This design comes from an exercise in tuning for small area and a short achievable clock period on the open sky130 flow, not from production work. Function was not checked in any run shown here: the RTL went through the layout flow alone. Power figures rest on the tool's default switching activity, not on a simulated workload.

==> flow/design.v, too long to show whole: its modules and the start of the top module <==
// module part2: 646 lines
// module fa: 4 lines
// module ha: 4 lines
// module fpmul: 338 lines
module fpmul (
	input             clk,
	input      [31:0] X,
	input      [31:0] Y,
	output     [31:0] result,
	output reg        zero,
	output reg        underflow,
	output reg        overflow,
	output reg        nan
);
  // ...
==> flow/flow/run.sh <==
#!/bin/bash
export BUFFER_PORTS_ARGS="-buffer_cell sky130_fd_sc_hd__buf_1"
bash standard.sh > standard.log 2>&1
==> flow/standard.sh <==
#!/bin/bash
# synth_recipe.tcl (not shown) runs the flow's synth.tcl, then flattens the netlist and writes it again
# the make line also repeats each setting of config.mk as NAME=value (left out here)
make -C /OpenROAD-flow-scripts/flow DESIGN_CONFIG=/design/flow/config.mk WORK_HOME=/design/flow/orfs CLKGATE_MAP_FILE= SYNTH_SCRIPT=/design/flow/synth_recipe.tcl "${@:-finish}"
==> flow/config.mk <==
export PLATFORM = sky130hd
export DESIGN_NAME = fpmul
export DESIGN_NICKNAME = fpmul
export VERILOG_FILES = /design/flow/design.v
export SDC_FILE = /design/flow/constraint.sdc
export NUM_CORES = 4
export LEC_CHECK = 0
export CAP_MARGIN = 20
export CORE_MARGIN = 2
export CORE_UTILIZATION = 40
export SETUP_SLACK_MARGIN = 3.5
export SLEW_MARGIN = 20
export SYNTH_HIERARCHICAL = 1
export SYNTH_MINIMUM_KEEP_SIZE = 0
==> flow/constraint.sdc <==
create_clock -name core_clock -period 8.0 [get_ports {clk}]
set_input_delay 1.6000 -clock core_clock [delete_from_list [all_inputs] [get_ports {clk}]]
set_output_delay 1.6000 -clock core_clock [all_outputs]
set_load 0.01 [all_outputs]
==> impl_metrics.env, run 1 <==
export IMPL_design_area_um2=20300
export IMPL_dp_cells=2366
export IMPL_num_rows=79
export IMPL_worst_path_stages=13
export IMPL_power_mw=8.253
export IMPL_fin_worst_skew_ns=0.009543
export IMPL_slew_headroom=0.3037
export IMPL_finalHoldViolations=0
export IMPL_avgSynthCellArea_um2=10.39
export IMPL_syn_area_um2=18660
export IMPL_cts_root_buffer_cell="clkbuf_16"
export IMPL_layout_common_cells="xnor2_1, a22o_1, dfxtp_1"
export IMPL_nets=2171
export IMPL_setup_viol=0
export IMPL_antenna_found_initial=0
export IMPL_crit_required_ns=6.40
export IMPL_drive_above_1_share=0.1753
export IMPL_status="no timing/DRC/antenna violations"
export IMPL_crit_reg2reg_launch="xm_q[18]$_DFF_P_"
export IMPL_clockBufferCount=18
export IMPL_viasPerCell=5.960
export IMPL_postPlaceCellArea_um2=19190
export IMPL_slowest_delay_ns=0.36
export IMPL_cts_setup_buffers=15
export IMPL_buffers=184
export IMPL_cts_max_level=4
export IMPL_multi_input_area_um2=13840
export IMPL_combPwrFrac=0.716
export IMPL_drv_slew=0
export IMPL_min_period_over_period=0.6091
export IMPL_routed_wl_met3_mm=5.354
export IMPL_n_fill_cell=4366
export IMPL_r2r_slack_ns=3.76
export IMPL_clk_share=0.03132
export IMPL_maxPowerGroup="combinational logic"
export IMPL_powerSeq_mw=1.46
export IMPL_multi_input_gates=1325
export IMPL_hpwl_mm=39.58
export IMPL_final_core_utilization=0.4387
export IMPL_grt_pass1_vias=14532
export IMPL_p_leak_nw=8.049
export IMPL_yosys_warnings=7
export IMPL_synth_cells=1795
==> module fpmul, before the edit <==
module fpmul (
	input             clk,
	input      [31:0] X,
	input      [31:0] Y,
	output     [31:0] result,
	output reg        zero,
	output reg        underflow,
	output reg        overflow,
	output reg        nan
);
	wire [24:0] yb = {1'b1, Y[22:0], 1'b0};   
	wire [7:0]  s1_d, s2_d, s3_d, s4_d, neg_d;
	genvar i;
	generate for (i = 0; i < 8; i = i + 1) begin : enc
		wire [2:0] c = yb[3*i+3] ? ~yb[3*i+2:3*i] : yb[3*i+2:3*i];   
		assign s1_d[i]  = ~c[2] & (c[1] ^ c[0]);
		assign s2_d[i]  = (~c[2] & c[1] & c[0]) | (c[2] & ~c[1] & ~c[0]);
		assign s3_d[i]  = c[2] & (c[1] ^ c[0]);
		assign s4_d[i]  = c[2] & c[1] & c[0];
		assign neg_d[i] = yb[3*i+3] & ~(&yb[3*i+2:3*i]);
	end endgenerate
	wire [23:0] mx = {1'b1, X[22:0]};
	wire [24:1] x3p = {1'b0, mx[23:1]} ^ mx[23:0];   
	wire [24:1] x3g = {1'b0, mx[23:1]} & mx[23:0];
	wire xg0_1 = x3g[2] | (x3p[2] & x3g[1]);
	wire xp0_1 = x3p[2] & x3p[1];
	wire xg0_3 = x3g[4] | (x3p[4] & x3g[3]);
	wire xp0_3 = x3p[4] & x3p[3];
	wire xg0_5 = x3g[6] | (x3p[6] & x3g[5]);
	wire xp0_5 = x3p[6] & x3p[5];
	wire xg0_7 = x3g[8] | (x3p[8] & x3g[7]);
	wire xp0_7 = x3p[8] & x3p[7];
	wire xg0_9 = x3g[10] | (x3p[10] & x3g[9]);
	wire xp0_9 = x3p[10] & x3p[9];
	wire xg0_11 = x3g[12] | (x3p[12] & x3g[11]);
	wire xp0_11 = x3p[12] & x3p[11];
	wire xg0_13 = x3g[14] | (x3p[14] & x3g[13]);
	wire xp0_13 = x3p[14] & x3p[13];
	wire xg0_15 = x3g[16] | (x3p[16] & x3g[15]);
	wire xp0_15 = x3p[16] & x3p[15];
	wire xg0_17 = x3g[18] | (x3p[18] & x3g[17]);
	wire xp0_17 = x3p[18] & x3p[17];
	wire xg0_19 = x3g[20] | (x3p[20] & x3g[19]);
	wire xp0_19 = x3p[20] & x3p[19];
	wire xg0_21 = x3g[22] | (x3p[22] & x3g[21]);
	wire xp0_21 = x3p[22] & x3p[21];
	wire xg0_23 = x3g[24] | (x3p[24] & x3g[23]);
	wire xp0_23 = x3p[24] & x3p[23];
	wire xg1_2 = x3g[3] | (x3p[3] & xg0_1);
	wire xp1_2 = x3p[3] & xp0_1;
	wire xg1_3 = xg0_3 | (xp0_3 & xg0_1);
	wire xp1_3 = xp0_3 & xp0_1;
	wire xg1_6 = x3g[7] | (x3p[7] & xg0_5);
	wire xp1_6 = x3p[7] & xp0_5;
	wire xg1_7 = xg0_7 | (xp0_7 & xg0_5);
	wire xp1_7 = xp0_7 & xp0_5;
	wire xg1_10 = x3g[11] | (x3p[11] & xg0_9);
	wire xp1_10 = x3p[11] & xp0_9;
	wire xg1_11 = xg0_11 | (xp0_11 & xg0_9);
	wire xp1_11 = xp0_11 & xp0_9;
	wire xg1_14 = x3g[15] | (x3p[15] & xg0_13);
	wire xp1_14 = x3p[15] & xp0_13;
	wire xg1_15 = xg0_15 | (xp0_15 & xg0_13);
	wire xp1_15 = xp0_15 & xp0_13;
	wire xg1_18 = x3g[19] | (x3p[19] & xg0_17);
	wire xp1_18 = x3p[19] & xp0_17;
	wire xg1_19 = xg0_19 | (xp0_19 & xg0_17);
	wire xp1_19 = xp0_19 & xp0_17;
	wire xg1_22 = x3g[23] | (x3p[23] & xg0_21);
	wire xp1_22 = x3p[23] & xp0_21;
	wire xg1_23 = xg0_23 | (xp0_23 & xg0_21);
	wire xp1_23 = xp0_23 & xp0_21;
	wire xg2_4 = x3g[5] | (x3p[5] & xg1_3);
	wire xp2_4 = x3p[5] & xp1_3;
	wire xg2_5 = xg0_5 | (xp0_5 & xg1_3);
	wire xp2_5 = xp0_5 & xp1_3;
	wire xg2_6 = xg1_6 | (xp1_6 & xg1_3);
	wire xp2_6 = xp1_6 & xp1_3;
	wire xg2_7 = xg1_7 | (xp1_7 & xg1_3);
	wire xp2_7 = xp1_7 & xp1_3;
	wire xg2_12 = x3g[13] | (x3p[13] & xg1_11);
	wire xp2_12 = x3p[13] & xp1_11;
	wire xg2_13 = xg0_13 | (xp0_13 & xg1_11);
	wire xp2_13 = xp0_13 & xp1_11;
	wire xg2_14 = xg1_14 | (xp1_14 & xg1_11);
	wire xp2_14 = xp1_14 & xp1_11;
	wire xg2_15 = xg1_15 | (xp1_15 & xg1_11);
	wire xp2_15 = xp1_15 & xp1_11;
	wire xg2_20 = x3g[21] | (x3p[21] & xg1_19);
	wire xp2_20 = x3p[21] & xp1_19;
	wire xg2_21 = xg0_21 | (xp0_21 & xg1_19);
	wire xp2_21 = xp0_21 & xp1_19;
	wire xg2_22 = xg1_22 | (xp1_22 & xg1_19);
	wire xp2_22 = xp1_22 & xp1_19;
	wire xg2_23 = xg1_23 | (xp1_23 & xg1_19);
	wire xp2_23 = xp1_23 & xp1_19;
	wire xg3_8 = x3g[9] | (x3p[9] & xg2_7);
	wire xp3_8 = x3p[9] & xp2_7;
	wire xg3_9 = xg0_9 | (xp0_9 & xg2_7);
	wire xp3_9 = xp0_9 & xp2_7;
	wire xg3_10 = xg1_10 | (xp1_10 & xg2_7);
	wire xp3_10 = xp1_10 & xp2_7;
	wire xg3_11 = xg1_11 | (xp1_11 & xg2_7);
	wire xp3_11 = xp1_11 & xp2_7;
	wire xg3_12 = xg2_12 | (xp2_12 & xg2_7);
	wire xp3_12 = xp2_12 & xp2_7;
	wire xg3_13 = xg2_13 | (xp2_13 & xg2_7);
	wire xp3_13 = xp2_13 & xp2_7;
	wire xg3_14 = xg2_14 | (xp2_14 & xg2_7);
	wire xp3_14 = xp2_14 & xp2_7;
	wire xg3_15 = xg2_15 | (xp2_15 & xg2_7);
	wire xp3_15 = xp2_15 & xp2_7;
	wire xg4_16 = x3g[17] | (x3p[17] & xg3_15);
	wire xp4_16 = x3p[17] & xp3_15;
	wire xg4_17 = xg0_17 | (xp0_17 & xg3_15);
	wire xp4_17 = xp0_17 & xp3_15;
	wire xg4_18 = xg1_18 | (xp1_18 & xg3_15);
	wire xp4_18 = xp1_18 & xp3_15;
	wire xg4_19 = xg1_19 | (xp1_19 & xg3_15);
	wire xp4_19 = xp1_19 & xp3_15;
	wire xg4_20 = xg2_20 | (xp2_20 & xg3_15);
	wire xp4_20 = xp2_20 & xp3_15;
	wire xg4_21 = xg2_21 | (xp2_21 & xg3_15);
	wire xp4_21 = xp2_21 & xp3_15;
	wire xg4_22 = xg2_22 | (xp2_22 & xg3_15);
	wire xp4_22 = xp2_22 & xp3_15;
	wire xg4_23 = xg2_23 | (xp2_23 & xg3_15);
	wire xp4_23 = xp2_23 & xp3_15;
	wire [25:0] x3_d;   
	assign x3_d[0] = mx[0];
	assign x3_d[1] = x3p[1];
	assign x3_d[2] = x3p[2] ^ x3g[1];
	assign x3_d[3] = x3p[3] ^ xg0_1;
	assign x3_d[4] = x3p[4] ^ xg1_2;
	assign x3_d[5] = x3p[5] ^ xg1_3;
	assign x3_d[6] = x3p[6] ^ xg2_4;
	assign x3_d[7] = x3p[7] ^ xg2_5;
	assign x3_d[8] = x3p[8] ^ xg2_6;
	assign x3_d[9] = x3p[9] ^ xg2_7;
	assign x3_d[10] = x3p[10] ^ xg3_8;
	assign x3_d[11] = x3p[11] ^ xg3_9;
	assign x3_d[12] = x3p[12] ^ xg3_10;
	assign x3_d[13] = x3p[13] ^ xg3_11;
	assign x3_d[14] = x3p[14] ^ xg3_12;
	assign x3_d[15] = x3p[15] ^ xg3_13;
	assign x3_d[16] = x3p[16] ^ xg3_14;
	assign x3_d[17] = x3p[17] ^ xg3_15;
	assign x3_d[18] = x3p[18] ^ xg4_16;
	assign x3_d[19] = x3p[19] ^ xg4_17;
	assign x3_d[20] = x3p[20] ^ xg4_18;
	assign x3_d[21] = x3p[21] ^ xg4_19;
	assign x3_d[22] = x3p[22] ^ xg4_20;
	assign x3_d[23] = x3p[23] ^ xg4_21;
	assign x3_d[24] = x3p[24] ^ xg4_22;
	assign x3_d[25] = xg4_23;
	wire [8:0] esum_d = {1'b0, X[30:23]} + {1'b0, Y[30:23]};
	wire       zero_d = (X[30:0] == 31'd0) | (Y[30:0] == 31'd0);
	reg  [22:0] xm_q;
	reg  [25:1] x3_q;
	reg  [7:0]  s1_q, s2_q, s3_q, s4_q, neg_q;
	reg  [8:0]  esum_q;
	reg         zero_q, sign_q;
	always @(posedge clk) begin
		xm_q   <= X[22:0];
		x3_q   <= x3_d[25:1];
		s1_q   <= s1_d;
		s2_q   <= s2_d;
		s3_q   <= s3_d;
		s4_q   <= s4_d;
		neg_q  <= neg_d;
		esum_q <= esum_d;
		zero_q <= zero_d;
		sign_q <= X[31] ^ Y[31];
	end
	wire [2:0]  lg_d, lp_d;
	wire [24:0] hp_d, hg_d;
	part2 core (.xm(xm_q), .x3(x3_q), .s1(s1_q), .s2(s2_q), .s3(s3_q), .s4(s4_q), .neg(neg_q),
		.lg(lg_d), .lp(lp_d), .hp(hp_d), .hg(hg_d));
	wire       uf_d  = ~zero_q & (esum_q < 9'd127);
	wire       nan_d = ~zero_q & (esum_q == 9'd382);
	wire       of_d  = ~zero_q & (esum_q > 9'd382);
	wire [8:0] e0_d  = esum_q - 9'd127;
	wire [8:0] e1_d  = esum_q - 9'd126;
	reg  [2:0]  lg_q, lp_q;
	reg  [24:0] hp_q, hg_q;
	reg  [7:0]  e0_q, e1_q;
	reg         sign_r;
	always @(posedge clk) begin
		lg_q      <= lg_d;
		lp_q      <= lp_d;
		hp_q      <= hp_d;
		hg_q      <= hg_d;
		e0_q      <= e0_d[7:0];
		e1_q      <= e1_d[7:0];
		sign_r    <= sign_q & ~zero_q & ~(esum_q < 9'd127);
		zero      <= zero_q;
		underflow <= uf_d;
		overflow  <= of_d;
		nan       <= nan_d;
	end
	wire g0_1 = lg_q[1] | (lp_q[1] & lg_q[0]);
	wire g0_3 = hg_q[0] | (hp_q[0] & lg_q[2]);
	wire p0_3 = hp_q[0] & lp_q[2];
	wire g0_5 = hg_q[2] | (hp_q[2] & hg_q[1]);
	wire p0_5 = hp_q[2] & hp_q[1];
	wire g0_7 = hg_q[4] | (hp_q[4] & hg_q[3]);
	wire p0_7 = hp_q[4] & hp_q[3];
	wire g0_9 = hg_q[6] | (hp_q[6] & hg_q[5]);
	wire p0_9 = hp_q[6] & hp_q[5];
	wire g0_11 = hg_q[8] | (hp_q[8] & hg_q[7]);
	wire p0_11 = hp_q[8] & hp_q[7];
	wire g0_13 = hg_q[10] | (hp_q[10] & hg_q[9]);
	wire p0_13 = hp_q[10] & hp_q[9];
	wire g0_15 = hg_q[12] | (hp_q[12] & hg_q[11]);
	wire p0_15 = hp_q[12] & hp_q[11];
	wire g0_17 = hg_q[14] | (hp_q[14] & hg_q[13]);
	wire p0_17 = hp_q[14] & hp_q[13];
	wire g0_19 = hg_q[16] | (hp_q[16] & hg_q[15]);
	wire p0_19 = hp_q[16] & hp_q[15];
	wire g0_21 = hg_q[18] | (hp_q[18] & hg_q[17]);
	wire p0_21 = hp_q[18] & hp_q[17];
	wire g0_23 = hg_q[20] | (hp_q[20] & hg_q[19]);
	wire p0_23 = hp_q[20] & hp_q[19];
	wire g0_25 = hg_q[22] | (hp_q[22] & hg_q[21]);
	wire p0_25 = hp_q[22] & hp_q[21];
	wire g0_27 = hg_q[24] | (hp_q[24] & hg_q[23]);
	wire p0_27 = hp_q[24] & hp_q[23];
	wire g1_2 = lg_q[2] | (lp_q[2] & g0_1);
	wire p1_2 = lp_q[2] & 1'b0;
	wire g1_3 = g0_3 | (p0_3 & g0_1);
	wire p1_3 = p0_3 & 1'b0;
	wire g1_6 = hg_q[3] | (hp_q[3] & g0_5);
	wire p1_6 = hp_q[3] & p0_5;
	wire g1_7 = g0_7 | (p0_7 & g0_5);
	wire p1_7 = p0_7 & p0_5;
	wire g1_10 = hg_q[7] | (hp_q[7] & g0_9);
	wire p1_10 = hp_q[7] & p0_9;
	wire g1_11 = g0_11 | (p0_11 & g0_9);
	wire p1_11 = p0_11 & p0_9;
	wire g1_14 = hg_q[11] | (hp_q[11] & g0_13);
	wire p1_14 = hp_q[11] & p0_13;
	wire g1_15 = g0_15 | (p0_15 & g0_13);
	wire p1_15 = p0_15 & p0_13;
	wire g1_18 = hg_q[15] | (hp_q[15] & g0_17);
	wire p1_18 = hp_q[15] & p0_17;
	wire g1_19 = g0_19 | (p0_19 & g0_17);
	wire p1_19 = p0_19 & p0_17;
	wire g1_22 = hg_q[19] | (hp_q[19] & g0_21);
	wire p1_22 = hp_q[19] & p0_21;
	wire g1_23 = g0_23 | (p0_23 & g0_21);
	wire p1_23 = p0_23 & p0_21;
	wire g1_26 = hg_q[23] | (hp_q[23] & g0_25);
	wire p1_26 = hp_q[23] & p0_25;
	wire g1_27 = g0_27 | (p0_27 & g0_25);
	wire p1_27 = p0_27 & p0_25;
	wire g2_4 = hg_q[1] | (hp_q[1] & g1_3);
	wire p2_4 = hp_q[1] & p1_3;
	wire g2_5 = g0_5 | (p0_5 & g1_3);
	wire p2_5 = p0_5 & p1_3;
	wire g2_6 = g1_6 | (p1_6 & g1_3);
	wire p2_6 = p1_6 & p1_3;
	wire g2_7 = g1_7 | (p1_7 & g1_3);
	wire p2_7 = p1_7 & p1_3;
	wire g2_12 = hg_q[9] | (hp_q[9] & g1_11);
	wire p2_12 = hp_q[9] & p1_11;
	wire g2_13 = g0_13 | (p0_13 & g1_11);
	wire p2_13 = p0_13 & p1_11;
	wire g2_14 = g1_14 | (p1_14 & g1_11);
	wire p2_14 = p1_14 & p1_11;
	wire g2_15 = g1_15 | (p1_15 & g1_11);
	wire p2_15 = p1_15 & p1_11;
	wire g2_20 = hg_q[17] | (hp_q[17] & g1_19);
	wire p2_20 = hp_q[17] & p1_19;
	wire g2_21 = g0_21 | (p0_21 & g1_19);
	wire p2_21 = p0_21 & p1_19;
	wire g2_22 = g1_22 | (p1_22 & g1_19);
	wire p2_22 = p1_22 & p1_19;
	wire g2_23 = g1_23 | (p1_23 & g1_19);
	wire p2_23 = p1_23 & p1_19;
	wire g3_8 = hg_q[5] | (hp_q[5] & g2_7);
	wire p3_8 = hp_q[5] & p2_7;
	wire g3_9 = g0_9 | (p0_9 & g2_7);
	wire p3_9 = p0_9 & p2_7;
	wire g3_10 = g1_10 | (p1_10 & g2_7);
	wire p3_10 = p1_10 & p2_7;
	wire g3_11 = g1_11 | (p1_11 & g2_7);
	wire p3_11 = p1_11 & p2_7;
	wire g3_12 = g2_12 | (p2_12 & g2_7);
	wire p3_12 = p2_12 & p2_7;
	wire g3_13 = g2_13 | (p2_13 & g2_7);
	wire p3_13 = p2_13 & p2_7;
	wire g3_14 = g2_14 | (p2_14 & g2_7);
	wire p3_14 = p2_14 & p2_7;
	wire g3_15 = g2_15 | (p2_15 & g2_7);
	wire p3_15 = p2_15 & p2_7;
	wire g3_24 = hg_q[21] | (hp_q[21] & g2_23);
	wire p3_24 = hp_q[21] & p2_23;
	wire g3_25 = g0_25 | (p0_25 & g2_23);
	wire p3_25 = p0_25 & p2_23;
	wire g3_26 = g1_26 | (p1_26 & g2_23);
	wire p3_26 = p1_26 & p2_23;
	wire g3_27 = g1_27 | (p1_27 & g2_23);
	wire p3_27 = p1_27 & p2_23;
	wire g4_16 = hg_q[13] | (hp_q[13] & g3_15);
	wire p4_16 = hp_q[13] & p3_15;
	wire g4_17 = g0_17 | (p0_17 & g3_15);
	wire p4_17 = p0_17 & p3_15;
	wire g4_18 = g1_18 | (p1_18 & g3_15);
	wire p4_18 = p1_18 & p3_15;
	wire g4_19 = g1_19 | (p1_19 & g3_15);
	wire p4_19 = p1_19 & p3_15;
	wire g4_20 = g2_20 | (p2_20 & g3_15);
	wire p4_20 = p2_20 & p3_15;
	wire g4_21 = g2_21 | (p2_21 & g3_15);
	wire p4_21 = p2_21 & p3_15;
	wire g4_22 = g2_22 | (p2_22 & g3_15);
	wire p4_22 = p2_22 & p3_15;
	wire g4_23 = g2_23 | (p2_23 & g3_15);
	wire p4_23 = p2_23 & p3_15;
	wire g4_24 = g3_24 | (p3_24 & g3_15);
	wire p4_24 = p3_24 & p3_15;
	wire g4_25 = g3_25 | (p3_25 & g3_15);
	wire p4_25 = p3_25 & p3_15;
	wire g4_26 = g3_26 | (p3_26 & g3_15);
	wire p4_26 = p3_26 & p3_15;
	wire g4_27 = g3_27 | (p3_27 & g3_15);
	wire p4_27 = p3_27 & p3_15;
	wire [24:0] cy = {g4_26, g4_25, g4_24, g4_23, g4_22, g4_21, g4_20, g4_19, g4_18, g4_17, g4_16, g3_15, g3_14, g3_13, g3_12, g3_11, g3_10, g3_9, g3_8, g2_7, g2_6, g2_5, g2_4, g1_3, g1_2};   
	wire [24:0] sum = hp_q ^ cy;
	wire [24:0] t = sum[24:0];   
	wire        kill = zero | underflow | overflow | nan;
	wire [22:0] mant = t[24] ? t[23:1] : t[22:0];
	wire [7:0]  ex   = t[24] ? e1_q : e0_q;
	assign result[31]    = sign_r;
	assign result[30:23] = (overflow | nan) ? 8'hFF : kill ? 8'h00 : ex;
	assign result[22:1]  = kill ? 22'd0 : mant[22:1];
	assign result[0]     = underflow | (~kill & mant[0]);
endmodule
==> run 2: changes to the inputs <==
--- a/flow/design.v
+++ b/flow/design.v
@@ -662,7 +662,8 @@
 	output reg        overflow,
 	output reg        nan
 );
-	wire [24:0] yb = {1'b1, Y[22:0], 1'b0};   
+	reg  [22:0] ym_q;   
+	wire [24:0] yb = {1'b1, ym_q, 1'b0};   
 	wire [7:0]  s1_d, s2_d, s3_d, s4_d, neg_d;
 	genvar i;
 	generate for (i = 0; i < 8; i = i + 1) begin : enc
@@ -811,24 +812,19 @@
 	wire       zero_d = (X[30:0] == 31'd0) | (Y[30:0] == 31'd0);
 	reg  [22:0] xm_q;
 	reg  [25:1] x3_q;
-	reg  [7:0]  s1_q, s2_q, s3_q, s4_q, neg_q;
 	reg  [8:0]  esum_q;
 	reg         zero_q, sign_q;
 	always @(posedge clk) begin
 		xm_q   <= X[22:0];
+		ym_q   <= Y[22:0];
 		x3_q   <= x3_d[25:1];
-		s1_q   <= s1_d;
-		s2_q   <= s2_d;
-		s3_q   <= s3_d;
-		s4_q   <= s4_d;
-		neg_q  <= neg_d;
 		esum_q <= esum_d;
 		zero_q <= zero_d;
 		sign_q <= X[31] ^ Y[31];
 	end
 	wire [2:0]  lg_d, lp_d;
 	wire [24:0] hp_d, hg_d;
-	part2 core (.xm(xm_q), .x3(x3_q), .s1(s1_q), .s2(s2_q), .s3(s3_q), .s4(s4_q), .neg(neg_q),
+	part2 core (.xm(xm_q), .x3(x3_q), .s1(s1_d), .s2(s2_d), .s3(s3_d), .s4(s4_d), .neg(neg_d),
 		.lg(lg_d), .lp(lp_d), .hp(hp_d), .hg(hg_d));
 	wire       uf_d  = ~zero_q & (esum_q < 9'd127);
 	wire       nan_d = ~zero_q & (esum_q == 9'd382);
==> impl_metrics.env, run 2 <==
export IMPL_power_per_cell_area_nw_per_um2=390.9
export IMPL_fin_crit_ns=4.670
export IMPL_nets=2189
export IMPL_reg_largest_list="hp_q: 25 flops, x3_q: 25 flops, hg_q: 24 flops"
export IMPL_hold_start="zero_q$_DFF_P_"
export IMPL_critPathLaunchType="flop"
export IMPL_min_path_cells=0
export IMPL_design_area_um2=20360
export IMPL_cts_buffers_inserted=17
export IMPL_grt_overflow_total=0
export IMPL_avgSynthCellArea_um2=10.17
export IMPL_num_rows=78
export IMPL_power_mw=7.959
export IMPL_combPwrFrac=0.726
export IMPL_cts_buffer_depth=2
export IMPL_core_um2=45380
export IMPL_p_leak_nw=8.013
export IMPL_first_pass_iters=6
export IMPL_ant_nets=0
export IMPL_io_pins=101
export IMPL_r2r_end="hp_q[1]$_DFF_P_"
export IMPL_layout_commonest_cell="xnor2_1"
export IMPL_drt_iter0_markers=1525
export IMPL_setup_viol=0
export IMPL_p_int_mw=4.238
export IMPL_drive_above_1_share=0.2124
export IMPL_layout_common_cells="xnor2_1, a22o_1, fa_1"
export IMPL_hpwl_mm=39.83
export IMPL_die_height_um=218.6
export IMPL_finalHoldViolations=0
export IMPL_clkPwrFrac=0.102
export IMPL_grt_pass1_wl_mm=88.90
export IMPL_syn_num_nets=2177
export IMPL_start_util=0.4058
export IMPL_critPathKind="reg -> out"
export IMPL_min_period_over_period=0.5837
export IMPL_num_vias=15005
export IMPL_clk_latency_ns=0.45
export IMPL_grt_max_degree=30
export IMPL_synth_cells=1811
export IMPL_drt_total_wl_mm=58.68
export IMPL_crit_fanout=5
export IMPL_hp_class="reg -> reg"
export IMPL_track_usage=0.2426
export IMPL_clkTransAtPathRegs_ns=0.07
export IMPL_diodes=0
export IMPL_yosys_warnings=7
export IMPL_cts_sinks=157
export IMPL_max_cap_violations=0
export IMPL_hold_end="zero$_DFF_P_"
export IMPL_gp_congestion=0.9185
export IMPL_sw_frac_of_total=0.4675
export IMPL_die_w_um=218.6
export IMPL_crit_path_end_kind="output pin"
export IMPL_worst_pin_slew_ns=0.9400
export IMPL_grt_pass1_vias=14946
export IMPL_cts_root_buffer_cell="clkbuf_16"
export IMPL_syn_area_um2=18420
export IMPL_drc=0
export IMPL_slew_headroom=0.3733
export IMPL_fin_worst_skew_ns=0.01754
export IMPL_dp_cells=2374
export IMPL_timing_fmax_mhz=214.1
export IMPL_postPlaceCellArea_um2=18980
export IMPL_die_area_um2=47770
export IMPL_viasPerCell=6.160
export IMPL_wire_per_inst_um=24.09
export IMPL_drv_slew=0
export IMPL_seqPwrFrac=0.172
export IMPL_setup_tns_ns=0
export IMPL_status="no timing/DRC/antenna violations"
export IMPL_crit_reg2reg_launch="ym_q[7]$_DFF_P_"
export IMPL_final_cells=2436
export IMPL_antenna_found_initial=1
export IMPL_final_core_utilization=0.4486
export IMPL_rsz0062_at_grt="yes"
export IMPL_cts_max_level=4
export IMPL_r2r_slack_ns=3.63
export IMPL_ir_drop_mv=0.2015
export IMPL_area_growth_pct=10.56
export IMPL_cts_tree="done"
export IMPL_crit_required_ns=6.40
export IMPL_worstPathArrival_ns=3.07
export IMPL_reg2regPathDepth=10
export IMPL_p_switching_mw=3.721
export IMPL_portBuffers=100
-- run 2: metal layers --
metal | global-route usage | share of wire
met1 | 0.3210 | 0.41
met3 | 0.06319 | 0.11
met2 | 0.3734 | 0.43
met4 | 0.1025 | 0.045
met5 | 0 | 0.00022
-- run 2: worst max path at each step --
stage                                start              end  slack, ns  cells after the start
after global routing       hp_q[9]$_DFF_P_        result[9]       3.12                     12
after detailed placement  ym_q[14]$_DFF_P_  lg_q[2]$_DFF_P_       3.12                     13
after global placement    ym_q[17]$_DFF_P_  lg_q[2]$_DFF_P_       3.19                     14
after CTS                 hp_q[10]$_DFF_P_       result[21]       3.23                     11
final                     hp_q[10]$_DFF_P_       result[21]       3.33                     12
after floorplan           ym_q[11]$_DFF_P_  lg_q[2]$_DFF_P_       3.60                     15
-- run 2: critical path, cell delays in order, from the launching register on --
cell	delay (ns)
dfxtp_4	0.34
buf_4	0.16
a211oi_4	0.27
o21bai_2	0.13
a211oi_4	0.25
a211oi_4	0.13
o31ai_4	0.19
buf_6	0.15
xnor2_4	0.09
buf_6	0.15
or4_1	0.48
a21oi_2	0.12
buf_2	0.15
-- run 2: final cells by class --
class,instances,area [um2]
fill,4308,25020
multi-input combinational,1355,14210
sequential,157,3188
timing repair buffer,194,1256
clock buffer,17,425.4
inverter,98,367.9
clock inverter,15,157.7
tap,600,750.7
-- run 2: stage by stage --
| stage | hold slack, ns | setup WS [ns] |
|---|---|---|
| final | 0.4366 | 3.330 |
| after global routing | 0.4500 | 3.117 |
| after CTS | 0.4433 | 3.228 |
| after detailed placement | 0.4339 | 3.117 |
| after global placement | 0.4338 | 3.185 |
| after floorplan | 0.3740 | 3.599 |
-- run 2: repair_timing --
action / CTS / global route
hold buffers: 0 / 0
resized for setup: 64 / 84
endpoints found under the setup margin: 57 / 42
cloned: 4 / 2
pin swaps: 20 / 29
setup buffers: 16 / 8
-- run 2: power groups by stage --
stage	registers, mW	logic, mW	clock network, mW
after CTS	1.35	5.61	0.830
after global routing	1.38	6.63	0.871
after floorplan	1.19	4.01	0
final	1.37	5.78	0.812
after detailed placement	1.36	5.30	0
after global placement	1.36	5.20	0

-- separate check: timing with driven ports --
The results above use ideal ports. As a check the final layouts listed here were re-extracted and re-timed, cells and wires unchanged. Step 1: set_driving_cell puts a clkbuf_16 on clk and a buf_2 on each other input, an assumption about the parent block. Step 2 times the ports against the registers' clock, not the clock port: input delays grow and output delays shrink by t, the midpoint of the rising clock arrivals with the driver on. Three values: ideal ports, drivers, drivers and shift; two values: the first two.
run	t (ns)	setup WS [ns]	slew at the worst register clock pin (ns)	worst slew at a driven data input, ns
run 1	0.527	3.127 / 3.070 / 3.314	0.07 / 0.07	0.07
run 2	0.492	3.330 / 3.280 / 3.617	0.09 / 0.09	0.05
After both steps setup and hold are still met in every run listed.
